Source: an optimization exercise on an open RTL-to-GDS flow (aim: small area). Production flows keep margins and buffers that such runs may drop. RTL that was checked went through simulation tests only; none was proved equivalent to the original. Function not checked in runs 1 and 2: the RTL went through the layout flow alone. In every run shown here, the design's own scripts or RTL, not TritonCTS, make the clock network. The clock port is modelled as an ideal driver, which makes a skipped or thinned clock tree look cheaper than it is; a real chip needs a root buffer or a tree. No activity file was given, so power comes from the tool's default toggle rates.

<file path="flow/design.v">
module RETO(
    input Rx,
    input CLK,
    input RST,
    output INA,
    output INA2,
    output INB,
    output INB2,
    output DO,
    output LAT,
    output STB,
    output CLKimpr
);
reg [12:0] rxs;
wire rxtick = (rxs == 13'd6713);
always @(posedge CLK) begin
    if (RST)
        rxs <= 13'd7005;
    else if (rxtick)
        rxs <= 0;
    else
        rxs <= {rxs[11:0], ~(rxs[12] ^ rxs[0])};
end
reg [3:0] st;
reg       DI;            
reg [8:0] L;
wire cand   = (st == 4'd1) || (st == 4'd5);
wire L_end  = (L & 9'd387) == 9'd387;
wire env    = st[1] && !st[0] && !st[3] && (L != 0) &&
              !(L[8] && L[7] && (L[1] || L[0]));
always @(posedge CLK) begin
    if (RST) begin
        st  <= 0;
        L   <= 0;
    end else if (rxtick) begin
        if (st == 4'd0)
            st <= Rx ? 4'd0 : 4'd1;
        else if (st == 4'd9)
            st <= 4'd0;
        else
            st <= st + 1'b1;
        if (cand)
            L <= L_end ? 9'd0 : L + 1'b1;
    end
end
always @(posedge CLK)
    if (rxtick)
        DI <= Rx;
reg [5:0] cl;
reg       ch;
reg       ph;
wire cl_end = (cl & 6'd62) == 6'd62;            
wire edtick = cl_end && ch && !ph;
always @(posedge CLK) begin
    if (RST) begin
        cl <= 0;
        ch <= 0;
        ph <= 0;
    end else if (cl_end) begin
        cl <= 0;
        ch <= ~ch;
        if (ch)
            ph <= ~ph;
    end else begin
        cl <= cl + 1'b1;
    end
end
reg       env2;
reg [8:0] K;
wire start = env && !env2 && (L[5:0] == 6'd0);
always @(posedge CLK) begin
    if (RST) begin
        env2 <= 0;
        K    <= 9'd448;
    end else if (edtick) begin
        env2 <= env;
        if (start)
            K <= 0;
        else if (K[8:6] != 3'd7)
            K <= K + 1'b1;
    end
end
wire en = (K != 0) && (K <= 9'd385);
assign CLKimpr = en && !ph;
reg [62:0] ring;
reg        S;
reg        DOr;
wire [5:0] wslot = (&L[5:0]) ? 6'd1 : L[5:0];
wire [5:0] rslot = (&K[5:0]) ? 6'd1 : K[5:0];
wire wr    = env && (cl == wslot);
wire kread = ((K[8:6] == 3'd0) && (K[5:1] != 5'd0)) || (K == 9'd64);   
wire rd    = kread && (cl == rslot);
wire rd0   = env && (L[5:0] == 6'd1);
always @(posedge CLK) begin
    ring <= {wr ? DI : ring[0], ring[62:1]};
    if (rd)
        S <= ring[0];
    else if (rd0)
        S <= DI;
end
always @(posedge CLK) begin
    if (RST)
        DOr <= 0;
    else if (edtick)
        DOr <= (K != 0) && (K <= 9'd64) && S;
end
assign DO = DOr;
wire [2:0] q  = (L[8:6] == 3'd0) ? 3'd6 : L[8:6];
wire       kq = (K[8:6] == q);
wire [5:0] d  = K[5:0];
assign LAT = kq && (d == 6'd1) && !ph && !ch && (cl >= 6'd6) && (cl <= 6'd15);
assign STB = kq && (((d == 6'd1) && !ph && (ch || (cl >= 6'd17))) ||
                    ((d >= 6'd2) && (d <= 6'd10)) ||
                    ((d == 6'd11) && ph && (!ch || (cl <= 6'd59))));
wire x2 = kq && (d == 6'd1) && !ph && !ch && (cl == 6'd20);
reg        menab;
reg [16:0] cM;
wire ph20 = !ph && !ch && (cl == 6'd20);
wire ph41 = !ph && !ch && (cl == 6'd41);
reg  cMstep;
wire x1 = kq && (d == 6'd1);
always @(posedge CLK)
    cMstep <= !ph && !ch && (cl == 6'd19) && (menab || x1);
wire mon  = !menab && cM[4] && cMstep;
wire moff = menab && ph41 && (cM == 17'd46593);
always @(posedge CLK) begin
    if (RST)
        menab <= 0;
    else if (mon)
        menab <= 1;
    else if (moff)
        menab <= 0;
end
always @(posedge CLK) begin
    if (RST || mon || moff)
        cM <= 0;
    else if (cMstep)
        cM <= {cM[15:0], ~(cM[16] ^ cM[1])};
end
reg [15:0] lo;
reg        h;
reg [3:0]  km;
reg        pw;           
wire lo_end = (lo == 16'd33928);
always @(posedge CLK) begin
    if (RST) begin
        lo <= 16'd33928;
        h  <= 1'b1;
        km <= 0;
    end else if (lo_end) begin
        lo <= 0;
        h  <= ~h;
        km <= {km[2:0], ~(km[3] ^ km[0])};
    end else begin
        lo <= {lo[14:0], ~(lo[15] ^ lo[2])};
    end
end
always @(posedge CLK) begin
    if (RST)
        pw <= 0;
    else if (lo_end && h)
        pw <= 1;
    else if (h && (lo == 16'd42215))
        pw <= 0;
end
reg [3:0] PASO;
wire ptick = (km == 4'd6) && (lo == 16'd31823);
always @(posedge CLK) begin
    if (RST)
        PASO <= 0;
    else if (ptick) begin
        if (menab)
            case (PASO)
                4'b0000: PASO <= 4'b0001;
                4'b0001: PASO <= 4'b0101;
                4'b0101: PASO <= 4'b0100;
                4'b0100: PASO <= 4'b0110;
                4'b0110: PASO <= 4'b0010;
                4'b0010: PASO <= 4'b1010;
                4'b1010: PASO <= 4'b1000;
                4'b1000: PASO <= 4'b1001;
                4'b1001: PASO <= 4'b0001;
                default: PASO <= PASO;
            endcase
        else
            PASO <= 0;
    end
end
assign INA  = pw && PASO[3];
assign INA2 = pw && PASO[2];
assign INB  = pw && PASO[1];
assign INB2 = pw && PASO[0];
endmodule
</file>
<file path="flow/config.mk">
export PLATFORM = sky130hd
export DESIGN_NAME = RETO
export DESIGN_NICKNAME = RETO
export VERILOG_FILES = /design/flow/design.v
export SDC_FILE = /design/flow/constraint.sdc
export NUM_CORES = 4
export LEC_CHECK = 0
export CAP_MARGIN = 20
export CORE_MARGIN = 2
export CORE_UTILIZATION = 70
export SLEW_MARGIN = 20
</file>
<file path="flow/constraint.sdc">
create_clock -name core_clock -period 20.0 [get_ports {CLK}]
set_input_delay 4.0000 -clock core_clock [delete_from_list [all_inputs] [get_ports {CLK}]]
set_output_delay 4.0000 -clock core_clock [all_outputs]
set_load 0.01 [all_outputs]
</file>
<file path="flow/flow/clocktree.tcl">
# Run before clock tree synthesis (PRE_CTS_TCL): build the clock tree by
# hand and turn clock_tree_synthesis into a no-op. The clock port drives one
# root clkbuf_8; the root drives N leaf clkbuf_8, each placed at the centre of
# a group of flip-flops (k-means on their positions) and driving that group's
# clock pins. N starts at ceil(sinks / 20) and grows until the worst estimated
# clock-pin slew is at most 100 ps.

proc mct_centres { sinks nbuf } {
  set n [llength $sinks]
  set sorted [lsort -real -index 1 $sinks]
  set cx {}; set cy {}
  for {set k 0} {$k < $nbuf} {incr k} {
    set s [lindex $sorted [expr {int(($k + 0.5) * $n / $nbuf)}]]
    lappend cx [lindex $s 1]; lappend cy [lindex $s 2]
  }
  for {set iter 0} {$iter < 60} {incr iter} {
    set assign {}
    foreach s $sinks {
      set best 0; set bd 1e30
      for {set k 0} {$k < $nbuf} {incr k} {
        set d [expr {abs([lindex $s 1] - [lindex $cx $k]) + abs([lindex $s 2] - [lindex $cy $k])}]
        if {$d < $bd} { set bd $d; set best $k }
      }
      lappend assign $best
    }
    set sx [lrepeat $nbuf 0.0]; set sy [lrepeat $nbuf 0.0]; set cnt [lrepeat $nbuf 0]
    foreach s $sinks a $assign {
      lset sx $a [expr {[lindex $sx $a] + [lindex $s 1]}]
      lset sy $a [expr {[lindex $sy $a] + [lindex $s 2]}]
      lset cnt $a [expr {[lindex $cnt $a] + 1}]
    }
    for {set k 0} {$k < $nbuf} {incr k} {
      if {[lindex $cnt $k] > 0} {
        lset cx $k [expr {[lindex $sx $k] / [lindex $cnt $k]}]
        lset cy $k [expr {[lindex $sy $k] / [lindex $cnt $k]}]
      }
    }
  }
  return [list $cx $cy $assign $cnt]
}

proc mct_build { clknet sinks nbuf bufcell } {
  set block [ord::get_db_block]
  set db [ord::get_db]
  lassign [mct_centres $sinks $nbuf] cx cy assign cnt
  set master [$db findMaster $bufcell]
  set made {}
  set root [odb::dbInst_create $block $master "clkbuf_man_root"]
  set rnet [odb::dbNet_create $block "clknet_man_root"]
  $rnet setSigType CLOCK
  [$root findITerm A] connect $clknet
  [$root findITerm X] connect $rnet
  set mx 0.0; set my 0.0
  for {set k 0} {$k < $nbuf} {incr k} {
    set mx [expr {$mx + [lindex $cx $k] / $nbuf}]
    set my [expr {$my + [lindex $cy $k] / $nbuf}]
  }
  $root setLocation [expr {int($mx)}] [expr {int($my)}]
  $root setPlacementStatus PLACED
  lappend made [list $root $rnet]
  set nets {}
  for {set k 0} {$k < $nbuf} {incr k} {
    set inst [odb::dbInst_create $block $master "clkbuf_man_$k"]
    set net [odb::dbNet_create $block "clknet_man_$k"]
    $net setSigType CLOCK
    [$inst findITerm A] connect $rnet
    [$inst findITerm X] connect $net
    $inst setLocation [expr {int([lindex $cx $k])}] [expr {int([lindex $cy $k])}]
    $inst setPlacementStatus PLACED
    lappend nets $net
    lappend made [list $inst $net]
  }
  foreach s $sinks a $assign {
    set it [lindex $s 0]
    $it disconnect
    $it connect [lindex $nets $a]
  }
  puts "manual clock tree: [llength $sinks] sinks, root + $nbuf x $bufcell, group sizes $cnt"
  return $made
}

proc mct_undo { clknet sinks made } {
  foreach s $sinks {
    set it [lindex $s 0]
    $it disconnect
    $it connect $clknet
  }
  foreach m $made {
    lassign $m inst net
    odb::dbInst_destroy $inst
    odb::dbNet_destroy $net
  }
}

proc mct_worst_slew { } {
  estimate_parasitics -placement
  set worst 0
  foreach pin [get_pins -hierarchical */CLK] {
    set s [get_property $pin slew_max]
    if {$s > $worst} { set worst $s }
  }
  return $worst
}

proc manual_clock_tree { bufcell target_ns } {
  set block [ord::get_db_block]
  set clknet [[$block findBTerm CLK] getNet]
  set sinks {}
  foreach it [$clknet getITerms] {
    set bb [[$it getInst] getBBox]
    lappend sinks [list $it [expr {([$bb xMin] + [$bb xMax]) / 2.0}] [expr {([$bb yMin] + [$bb yMax]) / 2.0}]]
  }
  set nbuf [expr {([llength $sinks] + 19) / 20}]
  while {1} {
    set made [mct_build $clknet $sinks $nbuf $bufcell]
    set_propagated_clock [all_clocks]
    set w [mct_worst_slew]
    puts "manual clock tree: $nbuf leaves, worst estimated clock-pin slew [format %.1f [expr {$w * 1000}]] ps"
    if {$w <= $target_ns || $nbuf >= 40} { break }
    mct_undo $clknet $sinks $made
    incr nbuf
  }
}

manual_clock_tree sky130_fd_sc_hd__clkbuf_8 0.100
rename clock_tree_synthesis {}
proc clock_tree_synthesis { args } {
  puts "clock_tree_synthesis skipped: the clock tree was built by flow/clocktree.tcl"
}
</file>
<file path="flow/flow/run.sh">
#!/bin/bash
# The standard layout (standard.sh) with three changes made through ORFS's
# own variables: after floorplan, logic gates that synthesis sized up get the
# smallest cell of their family (flow/downsize.tcl); the ports are buffered
# with buf_1 cells; and the clock tree is a root clkbuf_8 driving as few leaf
# clkbuf_8 as keep the clock-pin slew low (flow/clocktree.tcl, in place of
# clock_tree_synthesis). The make output goes to standard.log.
set -euo pipefail
here=$(pwd)
export POST_FLOORPLAN_TCL="$here/flow/downsize.tcl"
export BUFFER_PORTS_ARGS="-buffer_cell sky130_fd_sc_hd__buf_1"
export PRE_CTS_TCL="$here/flow/clocktree.tcl"
bash standard.sh > standard.log 2>&1
</file>
<file path="flow/flow/downsize.tcl">
# Run after floorplan (POST_FLOORPLAN_TCL): give every logic gate that
# synthesis sized up the smallest-area cell of its own family (same function
# and pins, another drive strength). Flip-flops, buffers and physical cells
# are left alone; the placement's repair step sizes up again where needed.
set db [ord::get_db]
set dont_use $::env(DONT_USE_CELLS)
array set best {}
foreach lib [$db getLibs] {
  foreach m [$lib getMasters] {
    set name [$m getName]
    if {[lsearch -exact $dont_use $name] >= 0} { continue }
    if {![regexp {^(sky130_fd_sc_hd__[a-z0-9]+)_([0-9]+)$} $name -> base drive]} { continue }
    set a [expr {[$m getWidth] * [$m getHeight]}]
    if {![info exists best($base)] || $a < [lindex $best($base) 1]} {
      set best($base) [list $m $a]
    }
  }
}
set swapped 0
foreach inst [[ord::get_db_block] getInsts] {
  set name [[$inst getMaster] getName]
  if {![regexp {^(sky130_fd_sc_hd__[a-z0-9]+)_([0-9]+)$} $name -> base drive]} { continue }
  if {[regexp {__(df|edf|sdf|dl|buf|clk|tap|fill|decap|conb|diode|probe|lpflow)} $name]} { continue }
  if {![info exists best($base)]} { continue }
  set m [lindex $best($base) 0]
  if {[$m getName] ne $name} {
    if {[$inst swapMaster $m]} { incr swapped }
  }
}
puts "downsize: $swapped cells swapped to their family's smallest cell"
</file>
<file path="flow/standard.sh">
#!/bin/bash
# synth_recipe.tcl (not shown) runs the flow's synth.tcl, then flattens the netlist and writes it again
# the make line also repeats each setting of config.mk as NAME=value (left out here)
make -C /OpenROAD-flow-scripts/flow DESIGN_CONFIG=/design/flow/config.mk WORK_HOME=/design/flow/orfs CLKGATE_MAP_FILE= SYNTH_SCRIPT=/design/flow/synth_recipe.tcl "${@:-finish}"
</file>
==> results of run 1 <==
==> kinds of logic (layout without fill, tap and decap cells) <==
family | count (synthesis) | after routing
xor+xnor | 27 | 27
simple gates | 237 | 237
flops | 155 | 155
mux | 20 | 20
buf+inv | 46 | 39
fa+ha+maj | 10 | 10
compound gates | 79 | 79
==> where the power goes <==
part | switching [mW] | internal [mW] | total, mW | leakage [nW]
clock | 0.0887 | 0.0621 | 0.151 | 0.101
sequential | 0.00393 | 0.313 | 0.317 | 1.26
combinational | 0.00688 | 0.00484 | 0.0117 | 0.724
==> metal layers <==
| metal | share of wire (%) | global-route usage (%) | up-vias |
|---|---|---|---|
| li1 | - | - | 1978 |
| met1 | 48 | 32.8 | 1894 |
| met2 | 46 | 40.8 | 95 |
| met3 | 4.4 | 2.55 | 11 |
| met4 | 1.4 | 4.11 | 0 |
| met5 | 0 | 0 | - |
==> layout make-up <==
type / instances / area, um2
repair buffers: 12 / 53.8
well taps: 102 / 128
fillers: 551 / 1930
flip-flops and latches: 155 / 3120
plain buffers: 14 / 193
inverters: 13 / 48.8
multi-input cells: 373 / 2370
==> state kept, by name (all words and copies together), names as in the netlist, 4 cells and up <==
name,cells
cl,6
L,9
cM,17
km,4
PASO,4
K,9
rxs,13
ring,63
st,4
lo,16
==> final timing paths <==
kind	to	slack (ns)	depth (start not counted)
worst min register to register	ring[38]	0.31	0
worst max-delay path	LAT	13.74	6
worst min-delay path	ring[38]	0.31	0
worst max register to register	S	17.32	6
==> metrics by stage <==
step	cells	hold slack, ns	worst slack (ns)
final	669	0.311	13.74
after global routing	669	0.320	13.53
after CTS	669	0.318	13.73
after detailed placement	655	0.312	14.20
after global placement	655	0.311	14.33
after floorplan	574	0.310	14.47
==> worst max-delay path, stage by stage (launching register included) <==
cell and delay [ns]:
dfxtp_1 0.38, nor3_1 0.35, a22oi_1 0.15, nor2b_1 0.11, o21ai_0 0.19, nor4b_1 0.46, buf_1 0.20
==> synthesized netlist by cell type (4+ instances only) <==
master / instances / area [um2]
xnor2_1: 10 / 87.6
and2_1: 18 / 113
nor2_1: 65 / 244
and3_1: 5 / 31.3
xor2_1: 17 / 149
nor3_1: 10 / 50.1
and4b_1: 6 / 60.1
o21ai_0: 12 / 60.1
clkbuf_1: 25 / 93.8
nand2_1: 28 / 105
nand4b_1: 7 / 61.3
nand4_1: 11 / 68.8
nor2b_1: 11 / 68.8
inv_1: 12 / 45.0
o22ai_1: 4 / 25.0
ha_1: 10 / 125
a21o_1: 6 / 45.0
or2_2: 10 / 62.6
mux2i_1: 18 / 180
dfxtp_1: 153 / 3060
nor4b_1: 4 / 35.0
nand3_1: 19 / 95.1
nand3b_1: 5 / 37.5
or3_1: 4 / 25.0
nand2b_1: 6 / 37.5
a21oi_1: 29 / 145
nor4_1: 9 / 56.3
and4_1: 4 / 35.0
==> impl_results.md, run 1 <==
* Status: no timing/DRC/antenna violations
* Max Cap Viol at 0
* Commonest non-fill, non-tap cell in the layout: dfxtp_1
* Detailed placement HPWL at 7.10 mm
* Finished Cell Area at 5920 um2
* Simple-gate share of the synthesized area at about a quarter
* Area grow syn2layout at 3.28%
* Clock transition at path regs at 0.10 ns
* Cts repair resizes at 0
* WL/cell at 15.7 um
* Final Util at about three quarters
* Antenna viol nets, final at 0
* Critical R2R Launch: K[0]
* Largest family of logic cells by synthesized area: simple AND/OR/NAND/NOR gates
* Post-synthesis mux area share at 3.54%
* Global route overflow at 0
* Static Leak at 2.08 nW
* Worst Tran Pin Value at 0.929 ns
* First-pass GRT wire length at 17.4 mm
* Adder-cell share of the synthesized area at 2.18%
* Die H at roughly 94 um
* DRC at 0
* Ys async rst share at 0%
* Synth unique cells at 64
* Max FO, Critical Path at 6
* Final WL at about 11 mm
* Port Buffers at 10
* Setup TNS at 0 ns
* Hold Path Class: flip-flop to flip-flop
* Worst setup path category: flip-flop to output port
* Slew HR at around two fifths
* Most frequent cells in the layout: 153 x dfxtp_1, 65 x nor2_1, 30 x nand2_1
* Total GRT Usage at a little under a quarter
* Post-Syn Instances at 574
* Worst setup path startpoint: L[6]
* Largest net degree at the start of global routing at 59
* Antenna violations before repair at 0
* Startpoint types: flip-flop
* Iteration-0 DRC Markers at 195
* Compound-Gate Fraction of Synth Area at 8.76%
* DRT Pass-1 Iters at 5
* Number of synthesized flops with an enable pin at 2
* Hold Path Origin: ring[39]
* Seq/Total Area, Yosys at 54.5%
* Critical path capture point type: output port
* Peak supply drop at approximately 75 uV
* Power Density at 81.0 nW/um2
* Synthesized Nets at 587
* Clock latency (worst-skew pair) at 0.43 ns
* Final count of negative-setup-slack endpoints at 0
* Crit share post-route at 31.3%
* Synth Area in XOR/XNOR at 4.13%
* Worst EP arrival at ~2.3 ns
* Vias in the first global route at 3659
* Syn. warnings at 1
* Fmax at 160 MHz
* Max Transition Viols Final at 0
* Std-Cell Rows at 32
* Final Net Count at 582
* Data required, critical path at between 15 and 20 ns
* ANT cells at 0
* Vias per cell at 5.95
* Final Wtd Congestion at 0.874
* Setup Buffers After CTS at 0
* Die X at 94.5 um
* CTS Hold Bufs at 0
* RSZ-0062 raised after global routing: no
* Initial core utilization at 73.0%
* Total Power at 0.480 mW
* Full die area at 8920 um2
* DP Area at between 5000 and 6000 um2
* Post-synth top flop: dfxtp_1
* Mapped cell area at 5730 um2
* Crit path time final at 6.26 ns
* Vias at 3978
* Flops & latches, synth at 155
* Layout cells sized above 1 at 3.17%
* Final Hold Fails at 0
* Final Skew at 0.0363 ns
* Core area at 7850 um2
* # IOs at 11
* Avg Inst Size Synth at 9.98 um2
==> run 2: changes to the inputs <==
--- a/flow/flow/clocktree.tcl
+++ b/flow/flow/clocktree.tcl
@@ -1,27 +1,31 @@
-# Run before clock tree synthesis (PRE_CTS_TCL): build the clock tree by
-# hand and turn clock_tree_synthesis into a no-op. The clock port drives one
-# root clkbuf_8; the root drives N leaf clkbuf_8, each placed at the centre of
-# a group of flip-flops (k-means on their positions) and driving that group's
-# clock pins. N starts at ceil(sinks / 20) and grows until the worst estimated
-# clock-pin slew is at most 100 ps.
 
 proc mct_centres { sinks nbuf } {
   set n [llength $sinks]
+  set cap [expr {($n + $nbuf - 1) / $nbuf + 1}]
   set sorted [lsort -real -index 1 $sinks]
   set cx {}; set cy {}
   for {set k 0} {$k < $nbuf} {incr k} {
     set s [lindex $sorted [expr {int(($k + 0.5) * $n / $nbuf)}]]
     lappend cx [lindex $s 1]; lappend cy [lindex $s 2]
   }
-  for {set iter 0} {$iter < 60} {incr iter} {
-    set assign {}
+  for {set iter 0} {$iter < 30} {incr iter} {
+    # capacitated assignment: nearest free centre first, at most cap sinks
+    # per centre, so the leaf loads stay balanced
+    set pairs {}
+    set i 0
     foreach s $sinks {
-      set best 0; set bd 1e30
       for {set k 0} {$k < $nbuf} {incr k} {
-        set d [expr {abs([lindex $s 1] - [lindex $cx $k]) + abs([lindex $s 2] - [lindex $cy $k])}]
-        if {$d < $bd} { set bd $d; set best $k }
+        lappend pairs [list [expr {abs([lindex $s 1] - [lindex $cx $k]) + abs([lindex $s 2] - [lindex $cy $k])}] $i $k]
       }
-      lappend assign $best
+      incr i
+    }
+    set assign [lrepeat $n -1]
+    set load [lrepeat $nbuf 0]
+    foreach p [lsort -real -index 0 $pairs] {
+      lassign $p d i k
+      if {[lindex $assign $i] >= 0 || [lindex $load $k] >= $cap} { continue }
+      lset assign $i $k
+      lset load $k [expr {[lindex $load $k] + 1}]
     }
     set sx [lrepeat $nbuf 0.0]; set sy [lrepeat $nbuf 0.0]; set cnt [lrepeat $nbuf 0]
     foreach s $sinks a $assign {
@@ -122,7 +126,7 @@
   }
 }
 
-manual_clock_tree sky130_fd_sc_hd__clkbuf_8 0.100
+manual_clock_tree sky130_fd_sc_hd__clkbuf_8 0.110
 rename clock_tree_synthesis {}
 proc clock_tree_synthesis { args } {
   puts "clock_tree_synthesis skipped: the clock tree was built by flow/clocktree.tcl"
==> run 2 against run 1 <==
  * Highest routed layer unchanged
  * Clock skew down 0.013 ns
  * Area after synthesis did not move
  * Sequential share of layout area up 0.50 points
  * Synthesized cell count is the same
  * Still clean
  * Sequential cell count did not move
  * Core utilization down 0.70 points
  * Global-route usage shrank 0.10 points
==> impl_results.md, run 2 <==
* Met2 Routed Length at 4.88 mm
* WL/cell at 15.8 um
* Flops & latches, synth at 155
* CP delay by family, top: simple AND/OR/NAND/NOR gates
* Vias at 3933
* DRC at 0
* Synth unique cells at 64
* Power Density at 78.1 nW/um2
* Largest regs: ring x63, cM x17, lo x16
* Largest net degree at the start of global routing at 59
* Layout cells sized above 1 at 2.49%
* Final Wtd Congestion at 0.874
* Peak supply drop at 70.1 uV
* Clock transition at path regs at ~0.10 ns
* CTS Hold Bufs at 0
* Final Skew at 0.0235 ns
* Seq/Total Area, Yosys at between 50% and 60%
* M1 wire length at ~5.0 mm
* Synth top area cells: dfxtp_1 53%, nor2_1 4.3%, mux2i_1 3.1%, xor2_1 2.6%, a21oi_1 2.5%
* Port Buffers at 10
* Die X at ~94 um
* Startpoint types: flip-flop
* Synthesized Nets at 587
* Highest routed layer: met4
* CP bufs+invs at 1
* Hold Path Class: flip-flop to flip-flop
* Worst setup path category: flip-flop to output port
* Crit path cell chain: or4_1 -> or2_0 -> nor4_1 -> a311oi_1 -> buf_1
* Final WL at 10.5 mm
* Max Transition Viols Final at 0
* Metal3 WL at 474 um
* Critical path capture point type: output port
* Antenna viol nets, final at 0
* Setup Buffers After CTS at 0
* DRT Pass-1 Iters at 5
* Crit share post-route at 31.2%
* First-pass GRT wire length at 17.3 mm
* Full die area at 8920 um2
* Slew HR at 37.2%
* Final count of negative-setup-slack endpoints at 0
* Most flop-heavy register: ring
* Synth area leader: dfxtp_1
* Vias per cell at 5.91
* Vias in the first global route at 3617
* ANT cells at 0
* Fmax at 160 MHz
* Fillers at 560
* Total Power at 0.458 mW
* Status: no timing/DRC/antenna violations
* Commonest non-fill, non-tap cell in the layout: dfxtp_1
* RSZ-0062 raised after global routing: no
* Mapped cell area at between 5000 and 6000 um2
* Post-Syn Instances at 574
* Top-count cell post-synth: dfxtp_1
* Crit path time final at 6.24 ns
* Commonest cells post-synth: 153 x dfxtp_1, 65 x nor2_1, 29 x a21oi_1, 28 x nand2_1, 25 x clkbuf_1
* Post-synth top flop: dfxtp_1
* Final Hold Fails at 0
* Antenna violations before repair at 0
* Multi-input combinational cell area at 2370 um2
* Clock latency (worst-skew pair) at around 0.4 ns
* Setup TNS at 0 ns
* Cts repair resizes at 0
* # IOs at 11
* Max Cap Viol at 0
* Avg Inst Size Synth at 9.98 um2
* Number of synthesized flops with an enable pin at 2
* Syn. warnings at 1
* Most frequent cells in the layout: 153 x dfxtp_1, 65 x nor2_1, 30 x nand2_1
* Std-Cell Rows at 32
* Global route overflow at 0
* Core area at between 7000 and 8000 um2
* Worst Tran Pin Value at 0.941 ns
* CP max-delay cell: or4_1
* Data required, critical path at 16.00 ns
* Static Leak at a little over 2 nW
* Area grow syn2layout at 2.31%
* Ys async rst share at 0%
* Worst EP arrival at roughly 2.2 ns
* Total GRT Usage at a little under a quarter
* Largest register FFs at 63
* Max FO, Critical Path at 13
* CP max stage delay at 0.62 ns
* Detailed placement HPWL at 7.10 mm
* Register area at ~3100 um2
* Iteration-0 DRC Markers at 236
* Synth top area share at between 50% and 60%
* Final Net Count at between 500 and 600
* Initial core utilization at 73.0%
* Die H at around 94 um
run 2: changes by cell type in the layout (fill, tap and decap cells not counted):
cell,delta
clkbuf_8,-4
run 2: worst register-to-register path, cell delays in order (launching register included):
cell and delay [ns]:
dfxtp_1 0.44, or4_1 0.62, o21ai_0 0.17, o311ai_0 0.19, nor4_1 0.64, mux2_1 0.39
run 2: report_power, final:
group	leakage (nW)	switching [mW]	internal, mW
Combinational	0.724	0.00693	0.00485
Clock	0.0719	0.0840	0.0453
Sequential	1.26	0.00401	0.313
Total	2.05	0.0949	0.363
run 2: kinds of logic (layout without fill, tap and decap cells):
family / after synthesis / count (layout) / synth area share [%]
flip-flops: 155 / 155 / 54.5
adder cells (fa/ha/maj): 10 / 10 / 2.18
multiplexers: 20 / 20 / 3.54
AO/OA/AOI/OAI: 79 / 79 / 8.76
buffers and inverters: 46 / 35 / 3.41
AND/OR/NAND/NOR: 237 / 237 / 23.5
XOR/XNOR: 27 / 27 / 4.13
run 2: layout make-up:
cell class / count / area share, %
well taps: 102 / 2.18
plain buffers: 10 / 2.35
repair buffers: 12 / 0.918
inverters: 13 / 0.832
multi-input cells: 373 / 40.4
flip-flops and latches: 155 / 53.3
run 2: routing by layer:
layer  vias to the layer above  track usage, %
li1                       1970               -
met1                      1865            33.1
met2                        87            40.6
met5                         -               0
met3                        11            2.39
met4                         0            3.38
run 2: worst paths after layout:
kind                  from       end  slack (ns)  depth (start not counted)
setup / recovery      K[2]   CLKimpr       13.76                          5
hold / removal    ring[13]  ring[12]        0.34                          0
setup reg to reg      K[2]         S       17.32                          5
hold reg to reg   ring[13]  ring[12]        0.34                          0
run 2: metrics by stage:
step | util, % | setup WS [ns] | hold slack, ns | cells | cell area (um2)
floorplan | - | 14.47 | 0.310 | 574 | 5730
global placement | 72.9 | 14.33 | 0.311 | 655 | 5720
detailed placement | 72.9 | 14.20 | 0.312 | 655 | 5720
CTS | 74.7 | 13.75 | 0.336 | 665 | 5860
global route | 74.7 | 13.54 | 0.341 | 665 | 5860
finish | 74.7 | 13.76 | 0.335 | 665 | 5860
==> run 3: changes to the inputs <==
--- a/flow/design.v
+++ b/flow/design.v
@@ -112,7 +112,6 @@
 assign STB = kq && (((d == 6'd1) && !ph && (ch || (cl >= 6'd17))) ||
                     ((d >= 6'd2) && (d <= 6'd10)) ||
                     ((d == 6'd11) && ph && (!ch || (cl <= 6'd59))));
-wire x2 = kq && (d == 6'd1) && !ph && !ch && (cl == 6'd20);
 reg        menab;
 reg [16:0] cM;
 wire ph20 = !ph && !ch && (cl == 6'd20);
@@ -120,7 +119,7 @@
 reg  cMstep;
 wire x1 = kq && (d == 6'd1);
 always @(posedge CLK)
-    cMstep <= !ph && !ch && (cl == 6'd19) && (menab || x1);
+    cMstep <= !RST && !ph && !ch && (cl == 6'd19) && (menab || x1);
 wire mon  = !menab && cM[4] && cMstep;
 wire moff = menab && ph41 && (cM == 17'd46593);
 always @(posedge CLK) begin
==> run 3 against run 2 <==
  * Final area up 0.32%
  * Register-to-register slack about the same
  * Total power up 0.13%
  * Highest routed layer unchanged
  * Die area down 0.34%
  * Setup slack better by 0.059 ns
  * Hold slack worse by 0.0024 ns
==> impl_results.md, run 3 <==
* Status: no timing/DRC/antenna violations
* Total GRT Usage at 24.3%
* RSZ-0062 raised after global routing: no
* Max Transition Viols Final at 0
* Crit path time final at slightly above 6 ns
* Area grow syn2layout at 3.00%
* Synthesized Nets at 595
* Most flop-heavy register: ring
* Hold Path Class: flip-flop to flip-flop
* Largest regs: ring x63, cM x17, lo x16
* Final WL at around 11 mm
* Cts repair resizes at 0
* Port Buffers at 10
* Mapped cell area at 5710 um2
* Setup WS pre-CTS at 14.29 ns
* Critical path capture point type: output port
* Die H at 94.3 um
* Sequential power share at 69.0%
* Startpoint types: flip-flop
* Synth unique cells at 59
* DRT Pass-1 Iters at 5
* R2R Setup Slk at 17.32 ns
* Largest net degree at the start of global routing at 66
* Sw Share at 20.8%
* Final Wtd Congestion at 0.935
* Full die area at 8890 um2
* Power Density at 78.0 nW/um2
* Max FO, Critical Path at 7
* Setup Buffers After CTS at 0
* Clock network fraction of design power at 28.5%
* CTS Hold Bufs at 0
* # IOs at 11
* Worst EP arrival at 2.18 ns
* Synth top area cells: dfxtp_1 54%, a21oi_1 3.6%, nor2_1 3.6%, mux2i_1 3.2%, nand2_1 2.6%
* Fmax at 162 MHz
* Detailed placement HPWL at 7.14 mm
* Cell internal pwr at 0.363 mW
* Initial core utilization at about three quarters
* Clock latency (worst-skew pair) at 0.40 ns
* Final setup margin at between 10 and 15 ns
* Global route overflow at 0
* Post-Syn Instances at 582
* Hold Path Origin: ring[24]
* First-pass GRT wire length at 17.9 mm
* DRC at 0
* Ys async rst share at 0%
* Setup TNS at 0 ns
* Reg2Reg Depth at 6
* Clock transition at path regs at 0.11 ns
* Std-Cell Rows at 32
* Final Skew at 0.0140 ns
* Worst setup path category: flip-flop to output port
* Core area at 7810 um2
* Layout cells sized above 1 at 2.26%
* Static Leak at slightly above 2 nW
* Worst Tran Pin Value at 1.12 ns
* Iteration-0 DRC Markers at 249
* Vias at 4056
* Critical R2R Launch: K[0]
* Synth top area share at 53.6%
* Die X at 94.3 um
* Antenna violations before repair at 0
* Top-count cell post-synth: dfxtp_1
* Gate power share at 2.5%
* Hold path depth at 0
* Final count of negative-setup-slack endpoints at 0
* Synth area leader: dfxtp_1
* Final Net Count at 589
* NetSw at 0.0955 mW
* Post-synth top flop: dfxtp_1
* Final Hold Fails at 0
* Seq/Total Area, Yosys at between 50% and 60%
* Largest register FFs at 63
* Vias per cell at 6.00
* Commonest cells post-synth: 153 x dfxtp_1, 54 x nor2_1, 41 x a21oi_1, 39 x nand2_1, 27 x clkbuf_1
* Commonest non-fill, non-tap cell in the layout: dfxtp_1
* Vias in the first global route at between 3000 and 4000
* Fillers at 571
* Avg Inst Size Synth at around 9.8 um2
* Antenna viol nets, final at 0
* ANT cells at 0
* Peak supply drop at just under 90 uV
* WL/cell at 15.6 um
* Data required, critical path at between 15 and 20 ns
* Crit share post-route at 30.9%
* Slew HR at 24.2%
* Flops & latches, synth at approximately 160
* Syn. warnings at 1
* R2r endpoint: S
* Hold endpoint: ring[23]
* Max Cap Viol at 0
* Number of synthesized flops with an enable pin at 2
* Most frequent cells in the layout: 153 x dfxtp_1, 54 x nor2_1, 41 x a21oi_1
[run 3: cell count changes after synthesis, moves of 5 or more]
cell,previous run,this run
nand2_1,28,39
a211oi_1,2,7
xor2_1,17,7
nor2_1,65,54
o21ai_0,12,23
a21oi_1,29,41
[run 3: through the flow]
step / cell area [um2] / util (%) / hold slack (ns) / power [mW] / cells
finish: 5880 / 75.3 / 0.333 / 0.459 / 676
detailed placement: 5740 / 73.6 / 0.312 / 0.335 / 666
floorplan: 5710 / - / 0.310 / 0.332 / 582
global placement: 5740 / 73.6 / 0.312 / 0.334 / 666
global route: 5880 / 75.3 / 0.338 / 0.475 / 676
CTS: 5880 / 75.3 / 0.333 / 0.461 / 676
[run 3: worst max-delay path by stage]
stage / from / endpoint / slack [ns] / cells past startpoint
3_5_place_dp: L[8] / LAT / 14.29 / 6
3_3_place_gp: L[6] / LAT / 14.38 / 6
2_1_floorplan: L[7] / LAT / 14.30 / 6
6_report: L[8] / LAT / 13.82 / 6
4_1_cts: L[8] / LAT / 13.82 / 6
5_1_grt: L[6] / LAT / 13.63 / 6
[run 3: logic make-up (layout without fill, tap and decap cells)]
group / Yosys count / in the layout / share of synthesized area [%]
AO/OA/AOI/OAI: 112 / 112 / 12.5
XOR/XNOR: 18 / 18 / 2.76
adder cells (fa/ha/maj): 10 / 10 / 2.19
buffers and inverters: 46 / 38 / 3.09
flip-flops: 155 / 155 / 54.7
multiplexers: 20 / 20 / 3.55
AND/OR/NAND/NOR: 221 / 221 / 21.2
[run 3: cell type report]
type                    instances  area, um2  share of cell area (%)
multi-input cells             381       2380                    40.4
flip-flops and latches        155       3120                    53.1
repair buffers                 12       53.8                   0.915
plain buffers                  10        138                    2.34
inverters                      16       60.1                    1.02
well taps                     102        128                    2.17
[run 3: per-layer routing]
| layer | global-route usage (%) | share of wire (%) | up-vias |
|---|---|---|---|
| met5 | 0 | 0 | - |
| met4 | 3.62 | 1.6 | 0 |
| met3 | 2.57 | 5.0 | 19 |
| met2 | 42.4 | 47 | 103 |
| met1 | 33.6 | 46 | 1911 |
| li1 | - | - | 2023 |
[run 3: power by group through the flow]
stage / clock network (mW) / registers (mW) / logic [mW]
detailed placement: 0 / 0.324 / 0.0113
CTS: 0.133 / 0.317 / 0.0113
finish: 0.131 / 0.317 / 0.0113
global placement: 0 / 0.323 / 0.0109
global route: 0.145 / 0.317 / 0.0128
floorplan: 0 / 0.322 / 0.0101
[run 3: worst max-delay path, stage by stage (launching register included)]
cell,delay [ns]
dfxtp_1,0.38
nor3_1,0.40
a22o_1,0.22
a22o_1,0.16
nand2_1,0.08
a2111oi_0,0.35
buf_1,0.20
==> run 4: changes to the inputs <==
--- a/flow/design.v
+++ b/flow/design.v
@@ -65,16 +65,21 @@
         cl <= cl + 1'b1;
     end
 end
-reg       env2;
+reg       pend;
 reg [8:0] K;
-wire start = env && !env2 && (L[5:0] == 6'd0);
 always @(posedge CLK) begin
-    if (RST) begin
-        env2 <= 0;
-        K    <= 9'd448;
-    end else if (edtick) begin
-        env2 <= env;
-        if (start)
+    if (RST)
+        pend <= 0;
+    else if (rxtick && cand && (&L[5:0]))
+        pend <= 1;
+    else if (edtick)
+        pend <= 0;
+end
+always @(posedge CLK) begin
+    if (RST)
+        K <= 9'd448;
+    else if (edtick) begin
+        if (pend)
             K <= 0;
         else if (K[8:6] != 3'd7)
             K <= K + 1'b1;
==> run 4 against run 3 <==
  * Still clean
  * Hold slack worse by 0.0013 ns
  * Via count decreased by 7.7%
  * Global-route usage fell by 2.5 points
  * Critical endpoint unchanged
  * Largest cell class unchanged
  * Highest routed layer unchanged
==> impl_results.md, run 4 <==
* Status: no timing/DRC/antenna violations
* Hold Path Class: flip-flop to flip-flop
* Cts repair resizes at 0
* ANT cells at 0
* Peak supply drop at 76.3 uV
* Antenna violations before repair at 0
* Crit share post-route at 31.8%
* # IOs at 11
* Vias at 3745
* Synthesized Nets at 570
* Number of synthesized flops with an enable pin at 2
* Total GRT Usage at 21.8%
* RSZ-0062 raised after global routing: no
* Final Skew at 0.0224 ns
* Post-synth top flop: dfxtp_1
* Highest routed layer: met4
* Data required, critical path at 16.00 ns
* Commonest non-fill, non-tap cell in the layout: dfxtp_1
* Fillers at 562
* Commonest cells post-synth: 153 x dfxtp_1, 62 x nor2_1, 31 x nand2_1, 20 x a21oi_1
* Max Transition Viols Final at 0
* Flops & latches, synth at 155
* DP Area at 5660 um2
* Worst setup path category: flip-flop to output port
* Core area at 7810 um2
* Setup TNS at 0 ns
* Vias per cell at 5.72
* Avg Inst Size Synth at 10.2 um2
* Detailed placement HPWL at between 6 and 7 mm
* Mapped cell area at 5710 um2
* Die X at around 94 um
* First-pass GRT wire length at between 15 and 20 mm
* Met2 Routed Length at 4.34 mm
* CTS Hold Bufs at 0
* Hold path depth at 0
* Clock transition at path regs at approximately 0.090 ns
* Top-count cell post-synth: dfxtp_1
* R2R Setup Slk at 17.62 ns
* Die H at 94.3 um
* Final Hold Fails at 0
* Worst Tran Pin Value at around 0.93 ns
* Finished Cell Area at 5810 um2
* Fmax at 157 MHz
* Crit path time final at 6.36 ns
* Initial core utilization at 73.1%
* WHS at 0.331 ns
* Full die area at 8890 um2
* Std-Cell Rows at 32
* Post-Syn Instances at 557
* Clock latency (worst-skew pair) at roughly 0.40 ns
* Final Net Count at 568
* Slew HR at 38.1%
* Final Wtd Congestion at 0.915
* Setup Buffers After CTS at 0
* Area grow syn2layout at 1.84%
* Final WL at 9.39 mm
* Max FO, Critical Path at 6
* Final count of negative-setup-slack endpoints at 0
* Startpoint types: flip-flop
* Max Cap Viol at 0
* Port Buffers at 10
* Most flop-heavy register: ring
* Vias in the first global route at 3519
* WL/cell at 14.3 um
* Seq/Total Area, Yosys at about 55%
* Synth unique cells at 69
* Largest regs: ring x63, cM x17, lo x16
* DRC at 0
* Syn. warnings at 1
* M1 wire length at 4.58 mm
* Critical path capture point type: output port
* Ys async rst share at 0%
* Metal3 WL at 322 um
* Reg2Reg Depth at 6
* Largest net degree at the start of global routing at 56
* Synth top area cells: dfxtp_1 54%, nor2_1 4.1%, mux2i_1 3.0%, xnor2_1 2.8%, ha_1 2.2%
* Antenna viol nets, final at 0
* Static Leak at ~2 nW
* Power Density at 79.5 nW/um2
* Global route overflow at 0
* DRT Pass-1 Iters at 4
* Synth top area share at 53.6%
* Largest register FFs at between 60 and 70
* Most frequent cells in the layout: 153 x dfxtp_1, 62 x nor2_1, 31 x nand2_1
* Synth area leader: dfxtp_1
* Iteration-0 DRC Markers at 130
* Layout cells sized above 1 at ~2.5%
* Worst EP arrival at between 2 and 2.5 ns
[run 4: cell count changes after synthesis, moves of 7 or more]
cell,delta
a21oi_1,-21
nand2_1,-8
o21ai_0,-8
xnor2_1,+7
buf_2,+11
nor2_1,+8
clkbuf_1,-19
[run 4: final timing paths]
kind,startpoint,end
worst min register to register,ring[8],ring[7]
worst max-delay path,L[6],LAT
worst min-delay path,ring[8],ring[7]
worst max register to register,K[0],S
[run 4: area by class of cell]
type / instances / area [um2] / area share (%)
repair buffers: 12 / 53.8 / 0.925
multi-input cells: 359 / 2300 / 39.5
plain buffers: 11 / 151 / 2.60
well taps: 102 / 128 / 2.19
flip-flops and latches: 155 / 3120 / 53.7
inverters: 16 / 60.1 / 1.03
[run 4: power by group]
part	internal, mW	switching, mW	total, mW
Sequential	0.313	0.00363	0.317
Combinational	0.00516	0.00624	0.0114
Clock	0.0495	0.0848	0.134
[run 4: layer usage]
metal	GRT usage (%)	vias to the layer above
met5	0	-
met4	3.50	0
met3	2.89	14
met2	37.3	50
met1	30.4	1764
li1	-	1917
[run 4: worst max-delay path, cell delays in order (launching register included)]
cell and delay [ns]:
dfxtp_1 0.39, nor3_1 0.32, a22o_1 0.20, a22o_1 0.15, or3b_1 0.39, a2111oi_0 0.33, buf_1 0.20
[run 4: cells by family after synthesis]
| logic type | share of synthesized area [%] |
|---|---|
| flip-flops | 54.7 |
| AND/OR/NAND/NOR | 21.8 |
| multiplexers | 3.37 |
| buffers and inverters | 3.79 |
| XOR/XNOR | 4.60 |
| adder cells (fa/ha/maj) | 2.19 |
| AO/OA/AOI/OAI | 9.49 |
[run 4: metrics by stage]
step | setup WS [ns] | total power [mW] | instances | utilization (%)
after floorplan | 14.23 | 0.333 | 557 | -
after global placement | 14.15 | 0.335 | 644 | 72.5
after detailed placement | 14.08 | 0.335 | 644 | 72.5
after CTS | 13.63 | 0.465 | 655 | 74.5
after global routing | 13.50 | 0.478 | 655 | 74.5
final | 13.64 | 0.462 | 655 | 74.5

-- re-timing with driven ports --
No port has a modelled driver above. Below, the same layouts with a new extraction and two added sets of constraints. Step 1, drivers: a clkbuf_16 drives CLK and a buf_2 each remaining input, both assumed. Step 2 also shifts input and output timing later by t, the mid clock arrival at the registers, as if the neighbouring blocks saw the same clock. Three values: ideal, step 1, step 2; two values: the first two.
run | t (ns) | setup slack, ns | hold WS [ns] | clock arrival spread, ns | worst data-port slew with drivers (ns)
run 1 | 0.444 | 13.740 / 13.711 / 14.154 | 0.311 / 0.311 / 0.311 | 0.037 / 0.037 | 0.03
run 2 | 0.415 | 13.761 / 13.730 / 14.145 | 0.335 / 0.335 / 0.335 | 0.023 / 0.024 | 0.03
run 3 | 0.417 | 13.820 / 13.793 / 14.211 | 0.333 / 0.333 / 0.333 | 0.015 / 0.015 | 0.04
run 4 | 0.417 | 13.635 / 13.606 / 14.023 | 0.331 / 0.331 / 0.331 | 0.022 / 0.022 | 0.03
After both steps every run listed still meets setup and hold.
